This is an optimization exercise on Yosys and OpenROAD, whose aim is small area and a short achievable clock period, not a production implementation. Function was not checked in any run shown here: the RTL went through the layout flow alone. No activity file was given, so power comes from the tool's default toggle rates.

--- flow/flow/run.sh ---
#!/bin/bash
# The standard layout, with the ports buffered by the smallest plain buffer
# (buffer_ports otherwise picks a clkdlybuf4s50_1 delay cell for every port).
set -euo pipefail
export BUFFER_PORTS_ARGS="-buffer_cell sky130_fd_sc_hd__buf_1"
bash standard.sh > standard.log 2>&1
--- flow/standard.sh ---
#!/bin/bash
# synth_recipe.tcl (not shown) runs the flow's synth.tcl, then flattens the netlist and writes it again
# the make line also repeats each setting of config.mk as NAME=value (left out here)
make -C /OpenROAD-flow-scripts/flow DESIGN_CONFIG=/design/flow/config.mk WORK_HOME=/design/flow/orfs CLKGATE_MAP_FILE= SYNTH_SCRIPT=/design/flow/synth_recipe.tcl "${@:-finish}"
--- flow/config.mk ---
export PLATFORM = sky130hd
export DESIGN_NAME = design_1
export DESIGN_NICKNAME = design_1
export VERILOG_FILES = /design/flow/design.v
export SDC_FILE = /design/flow/constraint.sdc
export NUM_CORES = 4
export LEC_CHECK = 0
export CAP_MARGIN = 20
export CORE_MARGIN = 2
export CORE_UTILIZATION = 40
export PLACE_DENSITY = 0.6
export SETUP_SLACK_MARGIN = 4.0
export SLEW_MARGIN = 20
--- flow/constraint.sdc ---
create_clock -name core_clock -period 9.0 [get_ports {clk}]
set_input_delay 1.8000 -clock core_clock [delete_from_list [all_inputs] [get_ports {clk}]]
set_output_delay 1.8000 -clock core_clock [all_outputs]
set_load 0.01 [all_outputs]
--- flow/design.v ---
module design_1
   (bias, bias_1, bias_2, bias_3, clk,
    in1, in1_1, in1_2, in1_3, in2, in2_1, in2_2, in2_3,
    in3, in3_1, in3_2, in3_3, in4, in4_1, in4_2, in4_3,
    mac, n_en, n_in, n_in_1, n_in_2, n_in_3,
    n_out, n_out_1, n_out_2, n_out_3,
    outen, outen_1, outen_2, outen_3, p_en,
    p_out, p_out_1, p_out_2, p_out_3, rst,
    wgh, wgh_1, wgh_2, wgh_3);
  input [15:0]bias;
  input [15:0]bias_1;
  input [15:0]bias_2;
  input [15:0]bias_3;
  input clk;
  input [15:0]in1;
  input [15:0]in1_1;
  input [15:0]in1_2;
  input [15:0]in1_3;
  input [15:0]in2;
  input [15:0]in2_1;
  input [15:0]in2_2;
  input [15:0]in2_3;
  input [15:0]in3;
  input [15:0]in3_1;
  input [15:0]in3_2;
  input [15:0]in3_3;
  input [15:0]in4;
  input [15:0]in4_1;
  input [15:0]in4_2;
  input [15:0]in4_3;
  input mac;
  input n_en;
  input [15:0]n_in;
  input [15:0]n_in_1;
  input [15:0]n_in_2;
  input [15:0]n_in_3;
  output [15:0]n_out;
  output [15:0]n_out_1;
  output [15:0]n_out_2;
  output [15:0]n_out_3;
  output outen;
  output outen_1;
  output outen_2;
  output outen_3;
  input p_en;
  output [15:0]p_out;
  output [15:0]p_out_1;
  output [15:0]p_out_2;
  output [15:0]p_out_3;
  input rst;
  input [15:0]wgh;
  input [15:0]wgh_1;
  input [15:0]wgh_2;
  input [15:0]wgh_3;
  neuron neuron_0 (.clk(clk), .rst(rst), .en(n_en), .mac(mac),
    .n_in(n_in),   .wgh(wgh),   .bias(bias),   .n_out(n_out));
  neuron neuron_1 (.clk(clk), .rst(rst), .en(n_en), .mac(mac),
    .n_in(n_in_1), .wgh(wgh_1), .bias(bias_1), .n_out(n_out_1));
  neuron neuron_2 (.clk(clk), .rst(rst), .en(n_en), .mac(mac),
    .n_in(n_in_2), .wgh(wgh_2), .bias(bias_2), .n_out(n_out_2));
  neuron neuron_3 (.clk(clk), .rst(rst), .en(n_en), .mac(mac),
    .n_in(n_in_3), .wgh(wgh_3), .bias(bias_3), .n_out(n_out_3));
  pooling pooling_0 (.clk(clk), .en(p_en), .in1(in1),   .in2(in2),   .in3(in3),   .in4(in4),   .p_out(p_out),   .outen(outen));
  pooling pooling_1 (.clk(clk), .en(p_en), .in1(in1_1), .in2(in2_1), .in3(in3_1), .in4(in4_1), .p_out(p_out_1), .outen(outen_1));
  pooling pooling_2 (.clk(clk), .en(p_en), .in1(in1_2), .in2(in2_2), .in3(in3_2), .in4(in4_2), .p_out(p_out_2), .outen(outen_2));
  pooling pooling_3 (.clk(clk), .en(p_en), .in1(in1_3), .in2(in2_3), .in3(in3_3), .in4(in4_3), .p_out(p_out_3), .outen(outen_3));
endmodule
module neuron(
  input [15:0] n_in,
  input [15:0] wgh,
  input [15:0] bias,
  input clk,
  input en,
  input rst,
  input mac,
  output [15:0] n_out
);
  reg [14:0] a, b;       
  reg        ts;         
  reg [14:0] th0, th1;   
  reg        tci;        
  reg [15:0] sum;
  reg        tsum;       
  reg [14:0] nout;
  function [29:0] prefix15(input [14:0] g, input [14:0] p);
    reg [14:0] G, P, Gn, Pn;
    integer i, k;
    begin
      G = g; P = p;
      for (k = 1; k < 15; k = k * 2) begin
        Gn = G; Pn = P;
        for (i = k; i < 15; i = i + 1) begin
          Gn[i] = G[i] | (P[i] & G[i-k]);
          Pn[i] = P[i] & P[i-k];
        end
        G = Gn; P = Pn;
      end
      prefix15 = {P, G};
    end
  endfunction
  wire [14:0] ph0, ph1;
  wire        pci;
  mul15x15_cs mul (.a(a), .b(b), .hi0(ph0), .hi1(ph1), .ci(pci));
  wire [14:0] tp = th0 ^ th1;
  wire [14:0] tg = (th0 & th1) | {14'd0, tp[0] & tci};
  wire [29:0] tc = prefix15(tg, tp);
  wire [15:0] temp = {ts, tp ^ {tc[13:0], tci}};
  wire [15:0] x  = mac ? bias : temp;
  wire [14:0] sm = sum[14:0];
  wire [14:0] xm = x[14:0];
  wire [14:0] pd = sm ^ ~xm;
  wire [29:0] d  = prefix15(sm & ~xm, pd);
  wire [14:0] gd = d[14:0], ad = d[29:15];
  wire        gt = gd[14];
  wire        eq = ad[14];
  wire [14:0] dif = gt ? (pd ^ {gd[13:0] | ad[13:0], 1'b1}) : ~(pd ^ {gd[13:0], 1'b0});
  wire [14:0] pa = sm ^ xm;
  wire [29:0] s  = prefix15(sm & xm, pa);
  wire [15:0] add = {s[14], pa ^ {s[13:0], 1'b0}};
  wire        same = sum[15] == x[15];
  wire [15:0] nsum = same ? {sum[15], (tsum == sum[15]) ? add[14:0] : 15'h7f80}
                          : {gt ? sum[15] : x[15], dif};
  always @(posedge clk) begin
    if (rst) begin
      b <= 0; ts <= 0; th0 <= 0; th1 <= 0; tci <= 0; sum <= 0; tsum <= 0; nout <= 0;
    end else if (en) begin
      tsum <= sum[15] ^ x[15] ^ add[15];
      if (!eq) sum <= nsum;
      if (mac) begin
        nout <= sum[15] ? 15'd0 : sum[14:0];
      end else begin
        a <= n_in[14:0];
        b <= wgh[14:0];
        ts <= n_in[15] ^ wgh[15];
        th0 <= ph0; th1 <= ph1; tci <= pci;
      end
    end
  end
  assign n_out = {1'b0, nout};
endmodule
module pooling(
  input clk,
  input [15:0] in1,
  input [15:0] in2,
  input [15:0] in3,
  input [15:0] in4,
  input en,
  output reg [15:0] p_out,
  output reg outen
);
  wire c12 = in1 < in2, c13 = in1 < in3, c14 = in1 < in4;
  wire c23 = in2 < in3, c24 = in2 < in4, c34 = in3 < in4;
  wire s1 = ~c12 & ~c13 & ~c14;
  wire s2 =  c12 & ~c23 & ~c24;
  wire s3 =  c13 &  c23 & ~c34;
  wire s4 = ~(s1 | s2 | s3);
  wire v  = en && in1 != 0;
  wire [15:0] m = ({16{s1}} & in1) | ({16{s2}} & in2) | ({16{s3}} & in3) | ({16{s4}} & in4);
  always @(posedge clk) begin
    outen <= en;
    p_out <= v ? m : 16'd0;
  end
endmodule
module mul15x15_cs(input [14:0] a, input [14:0] b, output [14:0] hi0, output [14:0] hi1, output ci);
  wire pp0_0 = a[0] & b[0];
  wire pp0_1 = a[1] & b[0];
  wire pp0_2 = a[2] & b[0];
  wire pp0_3 = a[3] & b[0];
  wire pp0_4 = a[4] & b[0];
  wire pp0_5 = a[5] & b[0];
  wire pp0_6 = a[6] & b[0];
  wire pp0_7 = a[7] & b[0];
  wire pp0_8 = a[8] & b[0];
  wire pp0_9 = a[9] & b[0];
  wire pp0_10 = a[10] & b[0];
  wire pp0_11 = a[11] & b[0];
  wire pp0_12 = a[12] & b[0];
  wire pp0_13 = a[13] & b[0];
  wire pp0_14 = a[14] & b[0];
  wire pp1_0 = a[0] & b[1];
  wire pp1_1 = a[1] & b[1];
  wire pp1_2 = a[2] & b[1];
  wire pp1_3 = a[3] & b[1];
  wire pp1_4 = a[4] & b[1];
  wire pp1_5 = a[5] & b[1];
  wire pp1_6 = a[6] & b[1];
  wire pp1_7 = a[7] & b[1];
  wire pp1_8 = a[8] & b[1];
  wire pp1_9 = a[9] & b[1];
  wire pp1_10 = a[10] & b[1];
  wire pp1_11 = a[11] & b[1];
  wire pp1_12 = a[12] & b[1];
  wire pp1_13 = a[13] & b[1];
  wire pp1_14 = a[14] & b[1];
  wire pp2_0 = a[0] & b[2];
  wire pp2_1 = a[1] & b[2];
  wire pp2_2 = a[2] & b[2];
  wire pp2_3 = a[3] & b[2];
  wire pp2_4 = a[4] & b[2];
  wire pp2_5 = a[5] & b[2];
  wire pp2_6 = a[6] & b[2];
  wire pp2_7 = a[7] & b[2];
  wire pp2_8 = a[8] & b[2];
  wire pp2_9 = a[9] & b[2];
  wire pp2_10 = a[10] & b[2];
  wire pp2_11 = a[11] & b[2];
  wire pp2_12 = a[12] & b[2];
  wire pp2_13 = a[13] & b[2];
  wire pp2_14 = a[14] & b[2];
  wire pp3_0 = a[0] & b[3];
  wire pp3_1 = a[1] & b[3];
  wire pp3_2 = a[2] & b[3];
  wire pp3_3 = a[3] & b[3];
  wire pp3_4 = a[4] & b[3];
  wire pp3_5 = a[5] & b[3];
  wire pp3_6 = a[6] & b[3];
  wire pp3_7 = a[7] & b[3];
  wire pp3_8 = a[8] & b[3];
  wire pp3_9 = a[9] & b[3];
  wire pp3_10 = a[10] & b[3];
  wire pp3_11 = a[11] & b[3];
  wire pp3_12 = a[12] & b[3];
  wire pp3_13 = a[13] & b[3];
  wire pp3_14 = a[14] & b[3];
  wire pp4_0 = a[0] & b[4];
  wire pp4_1 = a[1] & b[4];
  wire pp4_2 = a[2] & b[4];
  wire pp4_3 = a[3] & b[4];
  wire pp4_4 = a[4] & b[4];
  wire pp4_5 = a[5] & b[4];
  wire pp4_6 = a[6] & b[4];
  wire pp4_7 = a[7] & b[4];
  wire pp4_8 = a[8] & b[4];
  wire pp4_9 = a[9] & b[4];
  wire pp4_10 = a[10] & b[4];
  wire pp4_11 = a[11] & b[4];
  wire pp4_12 = a[12] & b[4];
  wire pp4_13 = a[13] & b[4];
  wire pp4_14 = a[14] & b[4];
  wire pp5_0 = a[0] & b[5];
  wire pp5_1 = a[1] & b[5];
  wire pp5_2 = a[2] & b[5];
  wire pp5_3 = a[3] & b[5];
  wire pp5_4 = a[4] & b[5];
  wire pp5_5 = a[5] & b[5];
  wire pp5_6 = a[6] & b[5];
  wire pp5_7 = a[7] & b[5];
  wire pp5_8 = a[8] & b[5];
  wire pp5_9 = a[9] & b[5];
  wire pp5_10 = a[10] & b[5];
  wire pp5_11 = a[11] & b[5];
  wire pp5_12 = a[12] & b[5];
  wire pp5_13 = a[13] & b[5];
  wire pp5_14 = a[14] & b[5];
  wire pp6_0 = a[0] & b[6];
  wire pp6_1 = a[1] & b[6];
  wire pp6_2 = a[2] & b[6];
  wire pp6_3 = a[3] & b[6];
  wire pp6_4 = a[4] & b[6];
  wire pp6_5 = a[5] & b[6];
  wire pp6_6 = a[6] & b[6];
  wire pp6_7 = a[7] & b[6];
  wire pp6_8 = a[8] & b[6];
  wire pp6_9 = a[9] & b[6];
  wire pp6_10 = a[10] & b[6];
  wire pp6_11 = a[11] & b[6];
  wire pp6_12 = a[12] & b[6];
  wire pp6_13 = a[13] & b[6];
  wire pp6_14 = a[14] & b[6];
  wire pp7_0 = a[0] & b[7];
  wire pp7_1 = a[1] & b[7];
  wire pp7_2 = a[2] & b[7];
  wire pp7_3 = a[3] & b[7];
  wire pp7_4 = a[4] & b[7];
  wire pp7_5 = a[5] & b[7];
  wire pp7_6 = a[6] & b[7];
  wire pp7_7 = a[7] & b[7];
  wire pp7_8 = a[8] & b[7];
  wire pp7_9 = a[9] & b[7];
  wire pp7_10 = a[10] & b[7];
  wire pp7_11 = a[11] & b[7];
  wire pp7_12 = a[12] & b[7];
  wire pp7_13 = a[13] & b[7];
  wire pp7_14 = a[14] & b[7];
  wire pp8_0 = a[0] & b[8];
  wire pp8_1 = a[1] & b[8];
  wire pp8_2 = a[2] & b[8];
  wire pp8_3 = a[3] & b[8];
  wire pp8_4 = a[4] & b[8];
  wire pp8_5 = a[5] & b[8];
  wire pp8_6 = a[6] & b[8];
  wire pp8_7 = a[7] & b[8];
  wire pp8_8 = a[8] & b[8];
  wire pp8_9 = a[9] & b[8];
  wire pp8_10 = a[10] & b[8];
  wire pp8_11 = a[11] & b[8];
  wire pp8_12 = a[12] & b[8];
  wire pp8_13 = a[13] & b[8];
  wire pp9_0 = a[0] & b[9];
  wire pp9_1 = a[1] & b[9];
  wire pp9_2 = a[2] & b[9];
  wire pp9_3 = a[3] & b[9];
  wire pp9_4 = a[4] & b[9];
  wire pp9_5 = a[5] & b[9];
  wire pp9_6 = a[6] & b[9];
  wire pp9_7 = a[7] & b[9];
  wire pp9_8 = a[8] & b[9];
  wire pp9_9 = a[9] & b[9];
  wire pp9_10 = a[10] & b[9];
  wire pp9_11 = a[11] & b[9];
  wire pp9_12 = a[12] & b[9];
  wire pp10_0 = a[0] & b[10];
  wire pp10_1 = a[1] & b[10];
  wire pp10_2 = a[2] & b[10];
  wire pp10_3 = a[3] & b[10];
  wire pp10_4 = a[4] & b[10];
  wire pp10_5 = a[5] & b[10];
  wire pp10_6 = a[6] & b[10];
  wire pp10_7 = a[7] & b[10];
  wire pp10_8 = a[8] & b[10];
  wire pp10_9 = a[9] & b[10];
  wire pp10_10 = a[10] & b[10];
  wire pp10_11 = a[11] & b[10];
  wire pp11_0 = a[0] & b[11];
  wire pp11_1 = a[1] & b[11];
  wire pp11_2 = a[2] & b[11];
  wire pp11_3 = a[3] & b[11];
  wire pp11_4 = a[4] & b[11];
  wire pp11_5 = a[5] & b[11];
  wire pp11_6 = a[6] & b[11];
  wire pp11_7 = a[7] & b[11];
  wire pp11_8 = a[8] & b[11];
  wire pp11_9 = a[9] & b[11];
  wire pp11_10 = a[10] & b[11];
  wire pp12_0 = a[0] & b[12];
  wire pp12_1 = a[1] & b[12];
  wire pp12_2 = a[2] & b[12];
  wire pp12_3 = a[3] & b[12];
  wire pp12_4 = a[4] & b[12];
  wire pp12_5 = a[5] & b[12];
  wire pp12_6 = a[6] & b[12];
  wire pp12_7 = a[7] & b[12];
  wire pp12_8 = a[8] & b[12];
  wire pp12_9 = a[9] & b[12];
  wire pp13_0 = a[0] & b[13];
  wire pp13_1 = a[1] & b[13];
  wire pp13_2 = a[2] & b[13];
  wire pp13_3 = a[3] & b[13];
  wire pp13_4 = a[4] & b[13];
  wire pp13_5 = a[5] & b[13];
  wire pp13_6 = a[6] & b[13];
  wire pp13_7 = a[7] & b[13];
  wire pp13_8 = a[8] & b[13];
  wire pp14_0 = a[0] & b[14];
  wire pp14_1 = a[1] & b[14];
  wire pp14_2 = a[2] & b[14];
  wire pp14_3 = a[3] & b[14];
  wire pp14_4 = a[4] & b[14];
  wire pp14_5 = a[5] & b[14];
  wire pp14_6 = a[6] & b[14];
  wire pp14_7 = a[7] & b[14];
  wire s0 = pp0_13 ^ pp10_3;
  wire c0 = pp0_13 & pp10_3;
  wire s1 = pp0_14 ^ pp10_4 ^ pp11_3;
  wire c1 = (pp0_14 & pp10_4) | (pp0_14 & pp11_3) | (pp10_4 & pp11_3);
  wire s2 = pp12_2 ^ pp13_1;
  wire c2 = pp12_2 & pp13_1;
  wire s3 = pp10_5 ^ pp11_4 ^ pp12_3;
  wire c3 = (pp10_5 & pp11_4) | (pp10_5 & pp12_3) | (pp11_4 & pp12_3);
  wire s4 = pp13_2 ^ pp14_1;
  wire c4 = pp13_2 & pp14_1;
  wire s5 = pp10_6 ^ pp11_5 ^ pp12_4;
  wire c5 = (pp10_6 & pp11_5) | (pp10_6 & pp12_4) | (pp11_5 & pp12_4);
  wire s6 = pp0_9 ^ pp1_8;
  wire c6 = pp0_9 & pp1_8;
  wire s7 = pp0_10 ^ pp10_0 ^ pp1_9;
  wire c7 = (pp0_10 & pp10_0) | (pp0_10 & pp1_9) | (pp10_0 & pp1_9);
  wire s8 = pp2_8 ^ pp3_7;
  wire c8 = pp2_8 & pp3_7;
  wire s9 = pp0_11 ^ pp10_1 ^ pp11_0;
  wire c9 = (pp0_11 & pp10_1) | (pp0_11 & pp11_0) | (pp10_1 & pp11_0);
  wire s10 = pp1_10 ^ pp2_9 ^ pp3_8;
  wire c10 = (pp1_10 & pp2_9) | (pp1_10 & pp3_8) | (pp2_9 & pp3_8);
  wire s11 = pp4_7 ^ pp5_6;
  wire c11 = pp4_7 & pp5_6;
  wire s12 = pp0_12 ^ pp10_2 ^ pp11_1;
  wire c12 = (pp0_12 & pp10_2) | (pp0_12 & pp11_1) | (pp10_2 & pp11_1);
  wire s13 = pp12_0 ^ pp1_11 ^ pp2_10;
  wire c13 = (pp12_0 & pp1_11) | (pp12_0 & pp2_10) | (pp1_11 & pp2_10);
  wire s14 = pp3_9 ^ pp4_8 ^ pp5_7;
  wire c14 = (pp3_9 & pp4_8) | (pp3_9 & pp5_7) | (pp4_8 & pp5_7);
  wire s15 = pp6_6 ^ pp7_5;
  wire c15 = pp6_6 & pp7_5;
  wire s16 = pp11_2 ^ pp12_1 ^ pp13_0;
  wire c16 = (pp11_2 & pp12_1) | (pp11_2 & pp13_0) | (pp12_1 & pp13_0);
  wire s17 = pp1_12 ^ pp2_11 ^ pp3_10;
  wire c17 = (pp1_12 & pp2_11) | (pp1_12 & pp3_10) | (pp2_11 & pp3_10);
  wire s18 = pp4_9 ^ pp5_8 ^ pp6_7;
  wire c18 = (pp4_9 & pp5_8) | (pp4_9 & pp6_7) | (pp5_8 & pp6_7);
  wire s19 = pp7_6 ^ pp8_5 ^ pp9_4;
  wire c19 = (pp7_6 & pp8_5) | (pp7_6 & pp9_4) | (pp8_5 & pp9_4);
  wire s20 = pp14_0 ^ pp1_13 ^ pp2_12;
  wire c20 = (pp14_0 & pp1_13) | (pp14_0 & pp2_12) | (pp1_13 & pp2_12);
  wire s21 = pp3_11 ^ pp4_10 ^ pp5_9;
  wire c21 = (pp3_11 & pp4_10) | (pp3_11 & pp5_9) | (pp4_10 & pp5_9);
  wire s22 = pp6_8 ^ pp7_7 ^ pp8_6;
  wire c22 = (pp6_8 & pp7_7) | (pp6_8 & pp8_6) | (pp7_7 & pp8_6);
  wire s23 = pp9_5 ^ c0 ^ s2;
  wire c23 = (pp9_5 & c0) | (pp9_5 & s2) | (c0 & s2);
  wire s24 = pp1_14 ^ pp2_13 ^ pp3_12;
  wire c24 = (pp1_14 & pp2_13) | (pp1_14 & pp3_12) | (pp2_13 & pp3_12);
  wire s25 = pp4_11 ^ pp5_10 ^ pp6_9;
  wire c25 = (pp4_11 & pp5_10) | (pp4_11 & pp6_9) | (pp5_10 & pp6_9);
  wire s26 = pp7_8 ^ pp8_7 ^ pp9_6;
  wire c26 = (pp7_8 & pp8_7) | (pp7_8 & pp9_6) | (pp8_7 & pp9_6);
  wire s27 = c2 ^ s4 ^ c1;
  wire c27 = (c2 & s4) | (c2 & c1) | (s4 & c1);
  wire s28 = pp13_3 ^ pp14_2 ^ pp2_14;
  wire c28 = (pp13_3 & pp14_2) | (pp13_3 & pp2_14) | (pp14_2 & pp2_14);
  wire s29 = pp3_13 ^ pp4_12 ^ pp5_11;
  wire c29 = (pp3_13 & pp4_12) | (pp3_13 & pp5_11) | (pp4_12 & pp5_11);
  wire s30 = pp6_10 ^ pp7_9 ^ pp8_8;
  wire c30 = (pp6_10 & pp7_9) | (pp6_10 & pp8_8) | (pp7_9 & pp8_8);
  wire s31 = pp9_7 ^ c4 ^ c3;
  wire c31 = (pp9_7 & c4) | (pp9_7 & c3) | (c4 & c3);
  wire s32 = pp10_7 ^ pp11_6 ^ pp12_5;
  wire c32 = (pp10_7 & pp11_6) | (pp10_7 & pp12_5) | (pp11_6 & pp12_5);
  wire s33 = pp13_4 ^ pp14_3 ^ pp3_14;
  wire c33 = (pp13_4 & pp14_3) | (pp13_4 & pp3_14) | (pp14_3 & pp3_14);
  wire s34 = pp4_13 ^ pp5_12 ^ pp6_11;
  wire c34 = (pp4_13 & pp5_12) | (pp4_13 & pp6_11) | (pp5_12 & pp6_11);
  wire s35 = pp7_10 ^ pp8_9 ^ pp9_8;
  wire c35 = (pp7_10 & pp8_9) | (pp7_10 & pp9_8) | (pp8_9 & pp9_8);
  wire s36 = pp10_8 ^ pp11_7 ^ pp12_6;
  wire c36 = (pp10_8 & pp11_7) | (pp10_8 & pp12_6) | (pp11_7 & pp12_6);
  wire s37 = pp13_5 ^ pp14_4 ^ pp4_14;
  wire c37 = (pp13_5 & pp14_4) | (pp13_5 & pp4_14) | (pp14_4 & pp4_14);
  wire s38 = pp5_13 ^ pp6_12 ^ pp7_11;
  wire c38 = (pp5_13 & pp6_12) | (pp5_13 & pp7_11) | (pp6_12 & pp7_11);
  wire s39 = pp10_9 ^ pp11_8 ^ pp12_7;
  wire c39 = (pp10_9 & pp11_8) | (pp10_9 & pp12_7) | (pp11_8 & pp12_7);
  wire s40 = pp13_6 ^ pp14_5 ^ pp5_14;
  wire c40 = (pp13_6 & pp14_5) | (pp13_6 & pp5_14) | (pp14_5 & pp5_14);
  wire s41 = pp10_10 ^ pp11_9 ^ pp12_8;
  wire c41 = (pp10_10 & pp11_9) | (pp10_10 & pp12_8) | (pp11_9 & pp12_8);
  wire s42 = pp0_6 ^ pp1_5;
  wire c42 = pp0_6 & pp1_5;
  wire s43 = pp0_7 ^ pp1_6 ^ pp2_5;
  wire c43 = (pp0_7 & pp1_6) | (pp0_7 & pp2_5) | (pp1_6 & pp2_5);
  wire s44 = pp3_4 ^ pp4_3;
  wire c44 = pp3_4 & pp4_3;
  wire s45 = pp0_8 ^ pp1_7 ^ pp2_6;
  wire c45 = (pp0_8 & pp1_7) | (pp0_8 & pp2_6) | (pp1_7 & pp2_6);
  wire s46 = pp3_5 ^ pp4_4 ^ pp5_3;
  wire c46 = (pp3_5 & pp4_4) | (pp3_5 & pp5_3) | (pp4_4 & pp5_3);
  wire s47 = pp6_2 ^ pp7_1;
  wire c47 = pp6_2 & pp7_1;
  wire s48 = pp2_7 ^ pp3_6 ^ pp4_5;
  wire c48 = (pp2_7 & pp3_6) | (pp2_7 & pp4_5) | (pp3_6 & pp4_5);
  wire s49 = pp5_4 ^ pp6_3 ^ pp7_2;
  wire c49 = (pp5_4 & pp6_3) | (pp5_4 & pp7_2) | (pp6_3 & pp7_2);
  wire s50 = pp8_1 ^ pp9_0 ^ s6;
  wire c50 = (pp8_1 & pp9_0) | (pp8_1 & s6) | (pp9_0 & s6);
  wire s51 = pp4_6 ^ pp5_5 ^ pp6_4;
  wire c51 = (pp4_6 & pp5_5) | (pp4_6 & pp6_4) | (pp5_5 & pp6_4);
  wire s52 = pp7_3 ^ pp8_2 ^ pp9_1;
  wire c52 = (pp7_3 & pp8_2) | (pp7_3 & pp9_1) | (pp8_2 & pp9_1);
  wire s53 = c6 ^ s8 ^ s7;
  wire c53 = (c6 & s8) | (c6 & s7) | (s8 & s7);
  wire s54 = pp6_5 ^ pp7_4 ^ pp8_3;
  wire c54 = (pp6_5 & pp7_4) | (pp6_5 & pp8_3) | (pp7_4 & pp8_3);
  wire s55 = pp9_2 ^ c8 ^ s11;
  wire c55 = (pp9_2 & c8) | (pp9_2 & s11) | (c8 & s11);
  wire s56 = c7 ^ s10 ^ s9;
  wire c56 = (c7 & s10) | (c7 & s9) | (s10 & s9);
  wire s57 = pp8_4 ^ pp9_3 ^ c11;
  wire c57 = (pp8_4 & pp9_3) | (pp8_4 & c11) | (pp9_3 & c11);
  wire s58 = s15 ^ c10 ^ c9;
  wire c58 = (s15 & c10) | (s15 & c9) | (c10 & c9);
  wire s59 = s12 ^ s13 ^ s14;
  wire c59 = (s12 & s13) | (s12 & s14) | (s13 & s14);
  wire s60 = c15 ^ s0 ^ c12;
  wire c60 = (c15 & s0) | (c15 & c12) | (s0 & c12);
  wire s61 = c13 ^ c14 ^ s16;
  wire c61 = (c13 & c14) | (c13 & s16) | (c14 & s16);
  wire s62 = s17 ^ s18 ^ s19;
  wire c62 = (s17 & s18) | (s17 & s19) | (s18 & s19);
  wire s63 = c16 ^ c17 ^ c18;
  wire c63 = (c16 & c17) | (c16 & c18) | (c17 & c18);
  wire s64 = c19 ^ s1 ^ s20;
  wire c64 = (c19 & s1) | (c19 & s20) | (s1 & s20);
  wire s65 = s21 ^ s22 ^ s23;
  wire c65 = (s21 & s22) | (s21 & s23) | (s22 & s23);
  wire s66 = c20 ^ c21 ^ c22;
  wire c66 = (c20 & c21) | (c20 & c22) | (c21 & c22);
  wire s67 = s24 ^ s25 ^ s26;
  wire c67 = (s24 & s25) | (s24 & s26) | (s25 & s26);
  wire s68 = s3 ^ c23 ^ s27;
  wire c68 = (s3 & c23) | (s3 & s27) | (c23 & s27);
  wire s69 = c24 ^ c25 ^ c26;
  wire c69 = (c24 & c25) | (c24 & c26) | (c25 & c26);
  wire s70 = s28 ^ s29 ^ s30;
  wire c70 = (s28 & s29) | (s28 & s30) | (s29 & s30);
  wire s71 = s5 ^ c27 ^ s31;
  wire c71 = (s5 & c27) | (s5 & s31) | (c27 & s31);
  wire s72 = c28 ^ c29 ^ c30;
  wire c72 = (c28 & c29) | (c28 & c30) | (c29 & c30);
  wire s73 = c5 ^ s32 ^ s33;
  wire c73 = (c5 & s32) | (c5 & s33) | (s32 & s33);
  wire s74 = s34 ^ s35 ^ c31;
  wire c74 = (s34 & s35) | (s34 & c31) | (s35 & c31);
  wire s75 = pp8_10 ^ pp9_9 ^ c32;
  wire c75 = (pp8_10 & pp9_9) | (pp8_10 & c32) | (pp9_9 & c32);
  wire s76 = c33 ^ c34 ^ c35;
  wire c76 = (c33 & c34) | (c33 & c35) | (c34 & c35);
  wire s77 = s36 ^ s37 ^ s38;
  wire c77 = (s36 & s37) | (s36 & s38) | (s37 & s38);
  wire s78 = pp6_13 ^ pp7_12 ^ pp8_11;
  wire c78 = (pp6_13 & pp7_12) | (pp6_13 & pp8_11) | (pp7_12 & pp8_11);
  wire s79 = pp9_10 ^ c36 ^ c37;
  wire c79 = (pp9_10 & c36) | (pp9_10 & c37) | (c36 & c37);
  wire s80 = c38 ^ s39 ^ s40;
  wire c80 = (c38 & s39) | (c38 & s40) | (s39 & s40);
  wire s81 = pp13_7 ^ pp14_6 ^ pp6_14;
  wire c81 = (pp13_7 & pp14_6) | (pp13_7 & pp6_14) | (pp14_6 & pp6_14);
  wire s82 = pp7_13 ^ pp8_12 ^ pp9_11;
  wire c82 = (pp7_13 & pp8_12) | (pp7_13 & pp9_11) | (pp8_12 & pp9_11);
  wire s83 = c39 ^ c40 ^ s41;
  wire c83 = (c39 & c40) | (c39 & s41) | (c40 & s41);
  wire s84 = pp10_11 ^ pp11_10 ^ pp12_9;
  wire c84 = (pp10_11 & pp11_10) | (pp10_11 & pp12_9) | (pp11_10 & pp12_9);
  wire s85 = pp13_8 ^ pp14_7 ^ pp7_14;
  wire c85 = (pp13_8 & pp14_7) | (pp13_8 & pp7_14) | (pp14_7 & pp7_14);
  wire s86 = pp8_13 ^ pp9_12 ^ c41;
  wire c86 = (pp8_13 & pp9_12) | (pp8_13 & c41) | (pp9_12 & c41);
  wire s87 = pp0_4 ^ pp1_3;
  wire c87 = pp0_4 & pp1_3;
  wire s88 = pp0_5 ^ pp1_4 ^ pp2_3;
  wire c88 = (pp0_5 & pp1_4) | (pp0_5 & pp2_3) | (pp1_4 & pp2_3);
  wire s89 = pp3_2 ^ pp4_1;
  wire c89 = pp3_2 & pp4_1;
  wire s90 = pp2_4 ^ pp3_3 ^ pp4_2;
  wire c90 = (pp2_4 & pp3_3) | (pp2_4 & pp4_2) | (pp3_3 & pp4_2);
  wire s91 = pp5_1 ^ pp6_0 ^ s42;
  wire c91 = (pp5_1 & pp6_0) | (pp5_1 & s42) | (pp6_0 & s42);
  wire s92 = pp5_2 ^ pp6_1 ^ pp7_0;
  wire c92 = (pp5_2 & pp6_1) | (pp5_2 & pp7_0) | (pp6_1 & pp7_0);
  wire s93 = c42 ^ s44 ^ s43;
  wire c93 = (c42 & s44) | (c42 & s43) | (s44 & s43);
  wire s94 = pp8_0 ^ c44 ^ s47;
  wire c94 = (pp8_0 & c44) | (pp8_0 & s47) | (c44 & s47);
  wire s95 = c43 ^ s45 ^ s46;
  wire c95 = (c43 & s45) | (c43 & s46) | (s45 & s46);
  wire s96 = c47 ^ c45 ^ c46;
  wire c96 = (c47 & c45) | (c47 & c46) | (c45 & c46);
  wire s97 = s48 ^ s49 ^ s50;
  wire c97 = (s48 & s49) | (s48 & s50) | (s49 & s50);
  wire s98 = c48 ^ c49 ^ s51;
  wire c98 = (c48 & c49) | (c48 & s51) | (c49 & s51);
  wire s99 = s52 ^ c50 ^ s53;
  wire c99 = (s52 & c50) | (s52 & s53) | (c50 & s53);
  wire s100 = c51 ^ c52 ^ s54;
  wire c100 = (c51 & c52) | (c51 & s54) | (c52 & s54);
  wire s101 = s55 ^ c53 ^ s56;
  wire c101 = (s55 & c53) | (s55 & s56) | (c53 & s56);
  wire s102 = c54 ^ c55 ^ s57;
  wire c102 = (c54 & c55) | (c54 & s57) | (c55 & s57);
  wire s103 = c56 ^ s58 ^ s59;
  wire c103 = (c56 & s58) | (c56 & s59) | (s58 & s59);
  wire s104 = c57 ^ c58 ^ c59;
  wire c104 = (c57 & c58) | (c57 & c59) | (c58 & c59);
  wire s105 = s60 ^ s61 ^ s62;
  wire c105 = (s60 & s61) | (s60 & s62) | (s61 & s62);
  wire s106 = c60 ^ c61 ^ c62;
  wire c106 = (c60 & c61) | (c60 & c62) | (c61 & c62);
  wire s107 = s63 ^ s64 ^ s65;
  wire c107 = (s63 & s64) | (s63 & s65) | (s64 & s65);
  wire s108 = c63 ^ c64 ^ s66;
  wire c108 = (c63 & c64) | (c63 & s66) | (c64 & s66);
  wire s109 = s67 ^ c65 ^ s68;
  wire c109 = (s67 & c65) | (s67 & s68) | (c65 & s68);
  wire s110 = c66 ^ c67 ^ s69;
  wire c110 = (c66 & c67) | (c66 & s69) | (c67 & s69);
  wire s111 = s70 ^ c68 ^ s71;
  wire c111 = (s70 & c68) | (s70 & s71) | (c68 & s71);
  wire s112 = c69 ^ c70 ^ s72;
  wire c112 = (c69 & c70) | (c69 & s72) | (c70 & s72);
  wire s113 = s73 ^ c71 ^ s74;
  wire c113 = (s73 & c71) | (s73 & s74) | (c71 & s74);
  wire s114 = c72 ^ c73 ^ s75;
  wire c114 = (c72 & c73) | (c72 & s75) | (c73 & s75);
  wire s115 = s76 ^ s77 ^ c74;
  wire c115 = (s76 & s77) | (s76 & c74) | (s77 & c74);
  wire s116 = s78 ^ c75 ^ c76;
  wire c116 = (s78 & c75) | (s78 & c76) | (c75 & c76);
  wire s117 = c77 ^ s79 ^ s80;
  wire c117 = (c77 & s79) | (c77 & s80) | (s79 & s80);
  wire s118 = c78 ^ s81 ^ s82;
  wire c118 = (c78 & s81) | (c78 & s82) | (s81 & s82);
  wire s119 = c79 ^ c80 ^ s83;
  wire c119 = (c79 & c80) | (c79 & s83) | (c80 & s83);
  wire s120 = c81 ^ c82 ^ s84;
  wire c120 = (c81 & c82) | (c81 & s84) | (c82 & s84);
  wire s121 = s85 ^ c83 ^ s86;
  wire c121 = (s85 & c83) | (s85 & s86) | (c83 & s86);
  wire s122 = pp0_3 ^ pp1_2;
  wire c122 = pp0_3 & pp1_2;
  wire s123 = pp2_2 ^ pp3_1 ^ pp4_0;
  wire c123 = (pp2_2 & pp3_1) | (pp2_2 & pp4_0) | (pp3_1 & pp4_0);
  wire s124 = pp5_0 ^ c87 ^ s89;
  wire c124 = (pp5_0 & c87) | (pp5_0 & s89) | (c87 & s89);
  wire s125 = c89 ^ c88 ^ s90;
  wire c125 = (c89 & c88) | (c89 & s90) | (c88 & s90);
  wire s126 = c90 ^ s92 ^ c91;
  wire c126 = (c90 & s92) | (c90 & c91) | (s92 & c91);
  wire s127 = c92 ^ s94 ^ c93;
  wire c127 = (c92 & s94) | (c92 & c93) | (s94 & c93);
  wire s128 = c94 ^ c95 ^ s96;
  wire c128 = (c94 & c95) | (c94 & s96) | (c95 & s96);
  wire s129 = c96 ^ s98 ^ c97;
  wire c129 = (c96 & s98) | (c96 & c97) | (s98 & c97);
  wire s130 = c98 ^ s100 ^ c99;
  wire c130 = (c98 & s100) | (c98 & c99) | (s100 & c99);
  wire s131 = c100 ^ s102 ^ c101;
  wire c131 = (c100 & s102) | (c100 & c101) | (s102 & c101);
  wire s132 = c102 ^ c103 ^ s104;
  wire c132 = (c102 & c103) | (c102 & s104) | (c103 & s104);
  wire s133 = c104 ^ c105 ^ s106;
  wire c133 = (c104 & c105) | (c104 & s106) | (c105 & s106);
  wire s134 = c106 ^ s108 ^ c107;
  wire c134 = (c106 & s108) | (c106 & c107) | (s108 & c107);
  wire s135 = c108 ^ s110 ^ c109;
  wire c135 = (c108 & s110) | (c108 & c109) | (s110 & c109);
  wire s136 = c110 ^ s112 ^ c111;
  wire c136 = (c110 & s112) | (c110 & c111) | (s112 & c111);
  wire s137 = c112 ^ s114 ^ c113;
  wire c137 = (c112 & s114) | (c112 & c113) | (s114 & c113);
  wire s138 = c114 ^ s116 ^ s117;
  wire c138 = (c114 & s116) | (c114 & s117) | (s116 & s117);
  wire s139 = s118 ^ c116 ^ c117;
  wire c139 = (s118 & c116) | (s118 & c117) | (c116 & c117);
  wire s140 = c118 ^ s120 ^ c119;
  wire c140 = (c118 & s120) | (c118 & c119) | (s120 & c119);
  wire s141 = pp0_2 ^ pp1_1;
  wire c141 = pp0_2 & pp1_1;
  wire s142 = pp2_1 ^ pp3_0 ^ s122;
  wire c142 = (pp2_1 & pp3_0) | (pp2_1 & s122) | (pp3_0 & s122);
  wire s143 = c122 ^ s87 ^ s123;
  wire c143 = (c122 & s87) | (c122 & s123) | (s87 & s123);
  wire s144 = c123 ^ s88 ^ s124;
  wire c144 = (c123 & s88) | (c123 & s124) | (s88 & s124);
  wire s145 = c124 ^ s91 ^ s125;
  wire c145 = (c124 & s91) | (c124 & s125) | (s91 & s125);
  wire s146 = c125 ^ s93 ^ s126;
  wire c146 = (c125 & s93) | (c125 & s126) | (s93 & s126);
  wire s147 = s95 ^ c126 ^ s127;
  wire c147 = (s95 & c126) | (s95 & s127) | (c126 & s127);
  wire s148 = c127 ^ s97 ^ s128;
  wire c148 = (c127 & s97) | (c127 & s128) | (s97 & s128);
  wire s149 = c128 ^ s99 ^ s129;
  wire c149 = (c128 & s99) | (c128 & s129) | (s99 & s129);
  wire s150 = s101 ^ c129 ^ s130;
  wire c150 = (s101 & c129) | (s101 & s130) | (c129 & s130);
  wire s151 = s103 ^ c130 ^ s131;
  wire c151 = (s103 & c130) | (s103 & s131) | (c130 & s131);
  wire s152 = s105 ^ c131 ^ s132;
  wire c152 = (s105 & c131) | (s105 & s132) | (c131 & s132);
  wire s153 = c132 ^ s107 ^ s133;
  wire c153 = (c132 & s107) | (c132 & s133) | (s107 & s133);
  wire s154 = c133 ^ s109 ^ s134;
  wire c154 = (c133 & s109) | (c133 & s134) | (s109 & s134);
  wire s155 = s111 ^ c134 ^ s135;
  wire c155 = (s111 & c134) | (s111 & s135) | (c134 & s135);
  wire s156 = s113 ^ c135 ^ s136;
  wire c156 = (s113 & c135) | (s113 & s136) | (c135 & s136);
  wire s157 = s115 ^ c136 ^ s137;
  wire c157 = (s115 & c136) | (s115 & s137) | (c136 & s137);
  wire s158 = c115 ^ s138 ^ c137;
  wire c158 = (c115 & s138) | (c115 & c137) | (s138 & c137);
  wire s159 = s119 ^ c138 ^ s139;
  wire c159 = (s119 & c138) | (s119 & s139) | (c138 & s139);
  wire s160 = s121 ^ c139 ^ s140;
  wire c160 = (s121 & c139) | (s121 & s140) | (c139 & s140);
  wire [21:0] r0 = {c159, s159, c157, c156, c155, c154, c153, c152, c151, c150, c149, c148, c147, c146, c145, c144, c143, c142, c141, pp2_0, pp0_1, pp0_0};
  wire [21:0] r1 = {s160, c158, s158, s157, s156, s155, s154, s153, s152, s151, s150, s149, s148, s147, s146, s145, s144, s143, s142, s141, pp1_0, 1'b0};
  wire [6:0] lg = r0[6:0] & r1[6:0], lp = r0[6:0] ^ r1[6:0];
  assign ci = (lg[6]) | (lg[5] & lp[6]) | (lg[4] & lp[5] & lp[6]) | (lg[3] & lp[4] & lp[5] & lp[6]) | (lg[2] & lp[3] & lp[4] & lp[5] & lp[6]) | (lg[1] & lp[2] & lp[3] & lp[4] & lp[5] & lp[6]) | (lg[0] & lp[1] & lp[2] & lp[3] & lp[4] & lp[5] & lp[6]);
  assign hi0 = r0[21:7];
  assign hi1 = r1[21:7];
endmodule
==> flow_summary.toml, run 1 <==
[floorplanning]
rows = 136
core_sq_um = 137000
die_area_sq_um = 141000
pin_count = 585
die_x_microns = 375
die_h_microns = 375
start_util_pct = 40.2

[logic_synthesis]
syn_avg_cell_area_sq_um = 8.42
netlist.area_leader.share_pct = 20.9
yosysTopAreaCell = "fa_1"
synth_cells = 6542
synth_cell_types = 105
synth-seq-cells = 441
yosys_warnings = 2
synth_flop_cell = "dfxtp_1"
seq_area_frac_synth_pct = 17.1
synth_area_leaders = "fa_1 21%, ha_1 14%, dfxtp_1 14%"
yosys-top-cells-count = "924 x inv_1, 673 x nand2_1, 620 x ha_1, 583 x and2_1, 576 x fa_1"
synth.most_common_cell = "inv_1"
synth_area_sq_um = 55100
async_reset_ff_share_pct = 0
synth_edf_count = 60

[final_layout]
drive_above_1_share_pct = 5.49
fin_cells = 8797
area_growth_pct = 11.9
final_nets = 8594

[placement]
placedCellCount = 8625
port_buffers = 580
dp_hpwl_mm = 130
dp_slack_ns = 2.61
place.gp.congestion = 0.919

[clock_tree]
tritoncts = "yes"
clkTransAtPathRegs_ns = 0.07
cts.path.max_buffers = 3
cts_sinks = 441
clockRootBuffer = "clkbuf_16"
hold_buffers = 0
htreeDepth = 2
cts_buffers = 60
clock_latency_ns = 0.69

[route]
drt_wl_total_mm = 171
wl_per_cell_microns = 19.4
via_per_inst = 5.41
ant_nets = 0
num_vias = 47600
drtIter0Drc = 2620
remaining_drc_errors = 0
dr.pass1.iters = 8

[timing]
postLayoutSetupSlackWorst_ns = 4.07
setup_viol = 0
post-route-period-util_pct = 54.8
hold_viol_final = 0
period_minus_slack_ns = 4.93
drv_slew = 0
rsz0062_at_grt = "yes"
slew_headroom_pct = 24.6
setup_tns_ns = 0
worst_pin_slew_ns = 1.12
fmaxAchievable_mhz = 203
skew_ns = 0.0258

[pwr]
p_leak_nw = 27.6
ir_worst_vdd_mv = 0.167
p_per_area_nw_per_um2 = 146

[setup_path]
reg2reg_depth = 24
path_buf_inv = 4
cp_slowest_cell = "fa_2"
reg2reg_to = "neuron_0.sum[9]"
reg2reg_from = "neuron_0.th0[0]"
endpoint_kind = "register"
cp_max_fo = 6
timing.reg2reg.setup_slack_ns = 4.07
cp-start-kind = "register"
criticalPathCategory = "reg -> reg"
critPathRequiredTime_ns = 9.58
cp_data_arrival_time_ns = 5.52
cpPeakStageDelay_ns = 0.41
worstPathCellList = "fa_2, inv_2, fa_2, nor2b_4, o31a_1, o211ai_1, a21o_1, nand2_2, o41ai_4, buf_4, xor2_4, nor2_2, a21o_1, ha_4, nor2b_2, o21bai_1, a21oi_2, a211oi_2, o21ai_4, buf_6, buf_6, o21a_1, or3_1, a32o_1"
cp_top_family = "compound AO/OA/AOI/OAI gates"

[grt]
grtUsageTotal_pct = 23.9
grt_pass1_vias = 48400
antenna_found_initial = 17
grt_overflow = 0
grt_start_max_net_pins = 133
grt_pass1_wl_mm = 269

[min_path]
hold_start = "neuron_3.th1[4]"
hp-class = "reg -> reg"
min_to = "neuron_3.th1[4]"
hold_depth = 2

[run]
maxCapViolCount = 0

[outcome]
status = "complete, no violations"
layer usage:
| metal | vias up | GRT usage (%) | routed length, microns |
|---|---|---|---|
| met5 | - | 0 | 115 |
| met3 | 306 | 3.06 | 9750 |
| met1 | 23300 | 31.8 | 76000 |
| li1 | 22600 | - | - |
| met4 | 16 | 7.86 | 5400 |
| met2 | 1399 | 40.2 | 79600 |
state kept, by name, summed over array words and instances (netlist names), 16 cells and up:
register	flops
pooling_1.p_out	16
neuron_2.sum	16
pooling_2.p_out	16
pooling_3.p_out	16
neuron_3.sum	16
neuron_1.sum	16
neuron_0.sum	16
pooling_0.p_out	16
how the worst max path moves through the flow:
| stage | endpoint | slack (ns) | start | depth (start not counted) |
|---|---|---|---|---|
| floorplan | neuron_0.sum[14] | 4.02 | mac | 16 |
| global placement | neuron_2.sum[2] | 2.58 | mac | 13 |
| detailed placement | neuron_2.sum[2] | 2.61 | mac | 13 |
| CTS | neuron_0.sum[9] | 4.00 | neuron_0.tci | 23 |
| global route | neuron_0.sum[6] | 3.87 | neuron_0.th0[0] | 22 |
| finish | neuron_0.sum[9] | 4.07 | neuron_0.th0[0] | 24 |
power by group:
group,switching [W],internal [W]
Clock,0.00105,0.00146
Combinational,0.00232,0.00168
Sequential,0.000284,0.00218
Total,0.00366,0.00533
cell usage in the layout (no fill, tap or decap), drive strengths merged, types with 48 or more instances in the layout:
| cell type | count |
|---|---|
| a211oi | 50 |
| a21o | 126 |
| a21oi | 514 |
| a221o | 61 |
| and2 | 583 |
| buf | 654 |
| clkbuf | 78 |
| dfxtp | 381 |
| edfxtp | 60 |
| fa | 576 |
| ha | 620 |
| inv | 930 |
| nand2 | 673 |
| nand3 | 80 |
| nor2 | 331 |
| nor2b | 55 |
| nor3 | 81 |
| nor3b | 59 |
| o211ai | 49 |
| o21ai | 207 |
| o31ai | 48 |
| xnor2 | 98 |
| xor2 | 50 |
worst min-delay path: stages, from the launching register on:
cell and delay (ns):
dfxtp_1 0.31, nand2_1 0.05, a21oi_1 0.05
cells by family (layout without fill, tap and decap cells):
logic type      Yosys count  count (layout)  synth area share (%)
simple gates           2041            2041                  18.6
buf+inv                1245            1695                  8.76
xor+xnor                148             148                  2.35
flops                   441             441                  17.1
mux                      73              73                  1.39
compound gates         1397            1398                  16.7
other cells               1              11               0.00681
fa+ha+maj              1196            1196                  35.0
area by class of cell:
cell class / instances / area, sq um
diodes: 7 / 17.5
clock buffers: 76 / 1600
clock inverters: 37 / 425
fillers: 13800 / 75500
inverters: 926 / 3480
multi-input cells: 4860 / 41500
flip-flops and latches: 441 / 9430
well taps: 1794 / 2240
repair buffers: 656 / 2860
metrics by stage:
stage	util [%]	hold slack, ns	area (sq um)	power (W)
floorplan	-	0.440	55200	0.00507
global placement	42.6	0.447	58500	0.00606
detailed placement	42.6	0.451	58500	0.00610
CTS	44.4	0.460	60900	0.00881
global route	44.9	0.478	61600	0.00961
finish	44.9	0.458	61600	0.00899
what timing repair did:
item,CTS,global route
gates cloned,1,0
pin swaps,11,59
setup endpoints to repair,60,61
buffers inserted,23,28
resized for setup,24,104
==> run 2: changes to the inputs <==
--- a/flow/config.mk
+++ b/flow/config.mk
@@ -10,4 +10,4 @@
 export CORE_UTILIZATION = 40
 export PLACE_DENSITY = 0.6
-export SETUP_SLACK_MARGIN = 4.0
+export SETUP_SLACK_MARGIN = 4.5
 export SLEW_MARGIN = 20
==> run 2 against run 1 <==
  * Still clean on timing, DRC and antenna
  * Flip-flop and latch count is the same
  * Worst setup slack improved by 0.19 ns
  * Clock power up 7%
  * Critical path type unchanged
  * Largest power group unchanged
==> flow_summary.toml, run 2 <==
[pwr]
p_leak_nw = 28.3
p_per_area_nw_per_um2 = 152
ir_worst_vdd_mv = 0.195

[placement]
place_area_sq_um = 58800
port_buffers = 580
place.gp.congestion = 0.927
placedCellCount = 8624
dp_hpwl_mm = 136

[floorplanning]
die_h_microns = 375
die_area_sq_um = 141000
pin_count = 585
start_util_pct = 40.2
die_x_microns = 375
core_sq_um = 137000
rows = 136

[setup_path]
cpPeakStageDelay_ns = 0.42
reg2reg_from = "neuron_1.th1[0]"
crit_end = "neuron_1.sum[8]"
worstSetupStartpoint = "neuron_1.th1[0]"
critPathRequiredTime_ns = 9.63
worstPathCellList = "fa_2, inv_2, fa_2, nor2b_2, o31a_1, o211ai_1, a21oi_1, nor2b_1, a21o_1, xor2_1, nor2_1, a21o_1, ha_4, or3_4, or3_4, inv_4, a211o_4, mux2_4, a221o_1, a31oi_1"
endpoint_kind = "register"
cp_slowest_cell = "fa_2"
criticalPathCategory = "reg -> reg"
reg2reg_to = "neuron_1.sum[8]"
cp-start-kind = "register"
cp_data_arrival_time_ns = 5.37
cp_max_fo = 7
timing.reg2reg.setup_slack_ns = 4.26
reg2reg_depth = 20

[min_path]
hp-class = "reg -> reg"
hold_start = "neuron_0.th1[8]"

[logic_synthesis]
synth-seq-cells = 441
synth.most_common_cell = "inv_1"
synth_cell_types = 105
syn_avg_cell_area_sq_um = 8.42
synth_flop_cell = "dfxtp_1"
netlist.area_leader.share_pct = 20.9
synth_edf_count = 60
yosysTopAreaCell = "fa_1"
synth_area_sq_um = 55100
yosys-top-cells-count = "924 x inv_1, 673 x nand2_1, 620 x ha_1, 583 x and2_1, 576 x fa_1"
yosys_warnings = 2
synth_area_leaders = "fa_1 21%, ha_1 14%, dfxtp_1 14%"
seq_area_frac_synth_pct = 17.1
synth_cells = 6542
async_reset_ff_share_pct = 0

[clock_tree]
clock_latency_ns = 0.71
clockRootBuffer = "clkbuf_16"
htreeDepth = 2
hold_buffers = 0
clkTransAtPathRegs_ns = 0.06
cts_sinks = 441
cts_buffers = 61
tritoncts = "yes"
cts.path.max_buffers = 3

[timing]
fmaxAchievable_mhz = 211
setup_viol = 0
period_minus_slack_ns = 4.74
hold_viol_final = 0
drv_slew = 0
skew_ns = 0.0327
whs_ns = 0.458
setup_tns_ns = 0
post-route-period-util_pct = 52.7
rsz0062_at_grt = "yes"
slew_headroom_pct = 15.7
worst_pin_slew_ns = 1.26

[final_layout]
area_growth_pct = 15.5
fin_util_pct = 46.4
final_nets = 8667
mostFrequentLayoutCells = "912 x inv_1, 666 x nand2_1, 583 x and2_1"
fin_area_sq_um = 63600
drive_above_1_share_pct = 8.85
fill_cells = 13500
final_common_cell = "inv_1"
fin_cells = 8877

[route]
drt_wl_total_mm = 181
num_vias = 48400
via_per_inst = 5.45
remaining_drc_errors = 0
drtIter0Drc = 3031
dr.pass1.iters = 6
ant_nets = 0
wl_per_cell_microns = 20.4

[grt]
grt_overflow = 0
grt_pass1_wl_mm = 280
grt_pass1_vias = 49100
antenna_found_initial = 25
grtUsageTotal_pct = 25.1
grt_start_max_net_pins = 207

[outcome]
status = "complete, no violations"

[run]
maxCapViolCount = 0
## run 2: cell counts after synthesis
Identical to the previous run, type by type.
## run 2: critical path, delay by kind of cell (launching register included)
family | cells | cell delay [ns]
AOI/OAI and AO/OA | 8 | 1.69
and+or+nand+nor | 5 | 1.10
adders and majority gates | 3 | 0.88
DFF | 1 | 0.33
xor gates and xnor gates | 1 | 0.19
buffers and inverters | 2 | 0.16
muxes | 1 | 0.33
## run 2: cell families (layout without fill, tap and decap cells)
| kind of cell | count (synthesis) | count (layout) | synth area share (%) |
|---|---|---|---|
| fa+ha+maj | 1196 | 1196 | 35.0 |
| compound gates | 1397 | 1402 | 16.7 |
| flops | 441 | 441 | 17.1 |
| simple gates | 2041 | 2041 | 18.6 |
| xor+xnor | 148 | 148 | 2.35 |
| buf+inv | 1245 | 1765 | 8.76 |
| mux | 73 | 73 | 1.39 |
| other cells | 1 | 17 | 0.00681 |
## run 2: worst min-delay path by stage
stage | end | slack (ns) | cells after the start
after floorplan | neuron_0.th0[10] | 0.44 | 2
after global placement | neuron_3.th0[11] | 0.45 | 2
final | neuron_0.th1[8] | 0.46 | 2
after global routing | neuron_0.th0[10] | 0.48 | 2
after CTS | neuron_2.th0[10] | 0.46 | 2
after detailed placement | neuron_0.th1[8] | 0.45 | 2
## run 2: per-layer routing
layer / up-vias / part of all wire, % / GRT usage (%)
li1: 22800 / - / -
met5: - / 0.14 / 0
met3: 314 / 6.7 / 4.24
met1: 23700 / 44 / 33.5
met2: 1502 / 45 / 40.8
met4: 18 / 3.8 / 9.31
## run 2: power by group
part / switching (W) / total (W) / internal (W)
sequential: 0.000296 / 0.00248 / 0.00218
combinational: 0.00255 / 0.00448 / 0.00193
clock: 0.00112 / 0.00269 / 0.00157
## run 2: repair_timing
action | 4_1_cts | 5_1_grt
setup endpoints to repair | 67 | 87
cloned | 6 | 1
buffers inserted | 79 | 39
gates resized for setup | 192 | 150
pin swaps | 113 | 114
endpoints found under the hold margin | 0 | 0
## run 2: cell type report
cell class	count	area, sq um	area share, %
antenna	13	32.5	0.0511
timing repair buffer	724	3520	5.53
inverter	926	3490	5.48
tap	1794	2240	3.53
clock buffer	68	1600	2.52
clock inverter	47	619	0.973
multi-input combinational	4864	42700	67.1
sequential	441	9440	14.8
## run 2: through the flow
step / worst slack (ns) / power, W
floorplan: 4.11 / 0.00518
global placement: 2.92 / 0.00620
detailed placement: 2.89 / 0.00623
CTS: 4.25 / 0.00937
global route: 4.04 / 0.0103
finish: 4.26 / 0.00965
==> run 3: changes to the inputs <==
--- a/flow/design.v
+++ b/flow/design.v
@@ -103,7 +103,7 @@
   mul15x15_cs mul (.a(a), .b(b), .hi0(ph0), .hi1(ph1), .ci(pci));
   wire [14:0] tp = th0 ^ th1;
-  wire [14:0] tg = (th0 & th1) | {14'd0, tp[0] & tci};
-  wire [29:0] tc = prefix15(tg, tp);
-  wire [15:0] temp = {ts, tp ^ {tc[13:0], tci}};
+  wire [29:0] tc = prefix15(th0 & th1, tp);
+  wire [13:0] tcarry = tc[13:0] | (tc[28:15] & {14{tci}});
+  wire [15:0] temp = {ts, tp ^ {tcarry, tci}};
   wire [15:0] x  = mac ? bias : temp;
   wire [14:0] sm = sum[14:0];
==> run 3 against run 2 <==
  * Power is 0.80% lower
  * Fmax up 2.6%
  * Count of clock-buffer cells in the layout is 5 higher
  * Die area is 0.74% lower
  * Final cell count is 1.2% lower
  * Flip-flop and latch count is the same
  * Critical path type unchanged
  * Largest cell class unchanged
==> flow_summary.toml, run 3 <==
[logic_synthesis]
netlist.area_leader.share_pct = 20.9
yosysTopAreaCell = "fa_1"
yosys_warnings = 2
synth.most_common_cell = "inv_1"
syn_avg_cell_area_sq_um = 8.45
seq_area_frac_synth_pct = 17.2
synth_area_sq_um = 54700
synth_cells = 6466
synth_edf_count = 60
synth_cell_types = 98
synth-seq-cells = 441
async_reset_ff_share_pct = 0
synth_area_leaders = "fa_1 21%, ha_1 14%, dfxtp_1 14%"
yosys-top-cells-count = "920 x inv_1, 696 x nand2_1, 624 x ha_1, 582 x and2_1, 572 x fa_1"
synth_flop_cell = "dfxtp_1"

[clock_tree]
hold_buffers = 0
clock_latency_ns = 0.69
clkTransAtPathRegs_ns = 0.07
htreeDepth = 2
tritoncts = "yes"
cts.path.max_buffers = 3
cts_sinks = 441
cts_buffers = 61
clockRootBuffer = "clkbuf_16"

[setup_path]
critPathRequiredTime_ns = 9.60
worstPathCellList = "ha_4, a211oi_4, o21bai_2, nand4_1, a31oi_4, a41oi_2, a21bo_2, nor2b_4, xnor2_2, mux2_4, ha_4, inv_4, a21o_1, a22o_1, a311oi_4, o21ai_4, mux2_4, a221oi_2, a21oi_1, a211oi_1"
path_buf_inv = 1
reg2reg_from = "neuron_3.th0[0]"
cpPeakStageDelay_ns = 0.38
criticalPathCategory = "reg -> reg"
reg2reg_to = "neuron_3.sum[10]"
cp_slowest_cell = "a311oi_4"
cp-start-kind = "register"
reg2reg_depth = 20
timing.reg2reg.setup_slack_ns = 4.38
cp_top_family = "compound AO/OA/AOI/OAI gates"
cp_max_fo = 7
endpoint_kind = "register"
cp_data_arrival_time_ns = 5.23

[placement]
port_buffers = 580
dp_hpwl_mm = 131
place_area_sq_um = 58300
place.gp.congestion = 0.938

[floorplanning]
die_x_microns = 374
start_util_pct = 40.4
die_area_sq_um = 140000
die_h_microns = 374
core_sq_um = 135000
rows = 135
pin_count = 585

[route]
ant_nets = 0
num_vias = 47500
wl_per_cell_microns = 19.8
drt_wl_total_mm = 174
remaining_drc_errors = 0
via_per_inst = 5.42
drtIter0Drc = 2796
dr.pass1.iters = 8

[final_layout]
final_common_cell = "inv_1"
mostFrequentLayoutCells = "911 x inv_1, 692 x nand2_1, 587 x ha_1"
fin_area_sq_um = 62500
final_nets = 8581
area_growth_pct = 14.4
drive_above_1_share_pct = 7.35

[timing]
rsz0062_at_grt = "yes"
post-route-period-util_pct = 51.4
skew_ns = 0.0230
period_minus_slack_ns = 4.62
setup_tns_ns = 0
drv_slew = 0
fmaxAchievable_mhz = 216
hold_viol_final = 0
worst_pin_slew_ns = 1.28
setup_viol = 0
slew_headroom_pct = 14.3

[pwr]
p_leak_nw = 28.1
ir_worst_vdd_mv = 0.167
p_per_area_nw_per_um2 = 153

[grt]
antenna_found_initial = 19
grt_pass1_wl_mm = 273
grt_overflow = 0
grt.met3_usage_pct = 3.26
grtUsageTotal_pct = 24.4
grt_start_max_net_pins = 146
grt_use_met1_pct = 33.4
busiest_layer = "met2"
gr-usage-met2_pct = 40.1
grt_pass1_vias = 47800

[min_path]
min_to = "neuron_0.th1[5]"
hp-class = "reg -> reg"
hold_start = "neuron_0.th1[5]"
hold_depth = 2

[outcome]
status = "complete, no violations"

[run]
maxCapViolCount = 0
==> run 3: power breakdown <==
part | switching, W | internal, W | leakage (nW)
combinational | 0.00254 | 0.00196 | 23.4
clock | 0.00107 | 0.00150 | 1.02
sequential | 0.000307 | 0.00219 | 3.68
total | 0.00392 | 0.00566 | 28.1
==> run 3: worst max path at each step <==
stage | from | end | slack, ns | cells past startpoint
6_report | neuron_3.th0[0] | neuron_3.sum[10] | 4.38 | 20
5_1_grt | neuron_3.th1[0] | neuron_3.sum[10] | 4.19 | 20
4_1_cts | neuron_3.th1[0] | neuron_3.sum[10] | 4.44 | 20
2_1_floorplan | mac | neuron_1.sum[13] | 4.20 | 17
3_5_place_dp | mac | neuron_2.sum[12] | 2.83 | 14
3_3_place_gp | mac | neuron_2.sum[12] | 2.93 | 14
==> run 3: worst min-delay path, stage by stage, from the launching register on <==
cell     delay [ns]
dfxtp_1        0.31
nand2_1        0.05
a21oi_1        0.05
==> run 3: repair_timing <==
item,CTS,global route
pin swaps,46,98
cloned,3,2
buffers inserted,41,61
gates resized for setup,102,145
setup endpoints to repair,68,67
==> run 3: layout make-up <==
cell class                 count  area [sq um]
antenna                        8          20.0
clock buffer                  73          1630
clock inverter                42           457
fill                       13500         72900
inverter                     921          3480
multi-input combinational   4790         41800
sequential                   441          9460
tap                         1781          2230
timing repair buffer         717          3470
==> run 3: kinds of logic after synthesis <==
group,share of synthesized area (%)
other cells,0.00686
fa+ha+maj,35.2
xor+xnor,2.56
flops,17.2
simple gates,18.9
compound gates,15.8
mux,1.61
buf+inv,8.71
==> run 3: metal layers <==
metal | up-vias | part of all wire (%) | wire length (microns)
met4 | 4 | 2.8 | 4950
met5 | - | 0.013 | 23
met2 | 1437 | 46 | 80300
met1 | 23300 | 45 | 78900
li1 | 22400 | - | -
met3 | 297 | 5.7 | 9960
==> run 3: through the flow <==
stage / setup WS (ns) / power, W / hold WS [ns] / util, % / std cells
after floorplan: 4.20 / 0.00526 / 0.440 / - / 6469
after global placement: 2.93 / 0.00628 / 0.448 / 43.0 / 8541
after detailed placement: 2.83 / 0.00632 / 0.451 / 43.0 / 8542
after CTS: 4.44 / 0.00923 / 0.459 / 45.2 / 8701
after global routing: 4.19 / 0.0102 / 0.476 / 46.2 / 8771
final: 4.38 / 0.00958 / 0.456 / 46.2 / 8773

## what the ideal ports hide
How much do the figures lean on ideal ports? The routed layouts below were timed once more, with nothing changed but the port constraints.
Step 1: set_driving_cell puts a clkbuf_16 on clk and a buf_2 on each other input, an assumption about the parent block.
Step 2 adds t to the input delays and takes it off the output delays; t is the mean of the earliest and latest rising clock arrival at the registers after step 1. Input paths then give back, and output paths get back, about the clock's delay inside the block.
Three values: ideal ports, drivers, drivers and shift; two values: the first two.
| run | shift t [ns] | slack for setup (ns) | worst setup path at the end | latest minus earliest clock arrival (ns) |
|---|---|---|---|---|
| run 1 | 0.753 | 4.069 / 4.069 / 3.518 | input to register | 0.034 / 0.034 |
| run 2 | 0.760 | 4.258 / 4.258 / 3.646 | input to register | 0.039 / 0.039 |
| run 3 | 0.749 | 4.378 / 4.378 / 3.681 | input to register | 0.036 / 0.036 |
After both steps setup and hold are still met in every run listed. For run 3, which loses most, drivers alone change the setup slack by 0.000 ns; drivers and shift together by -0.697 ns.
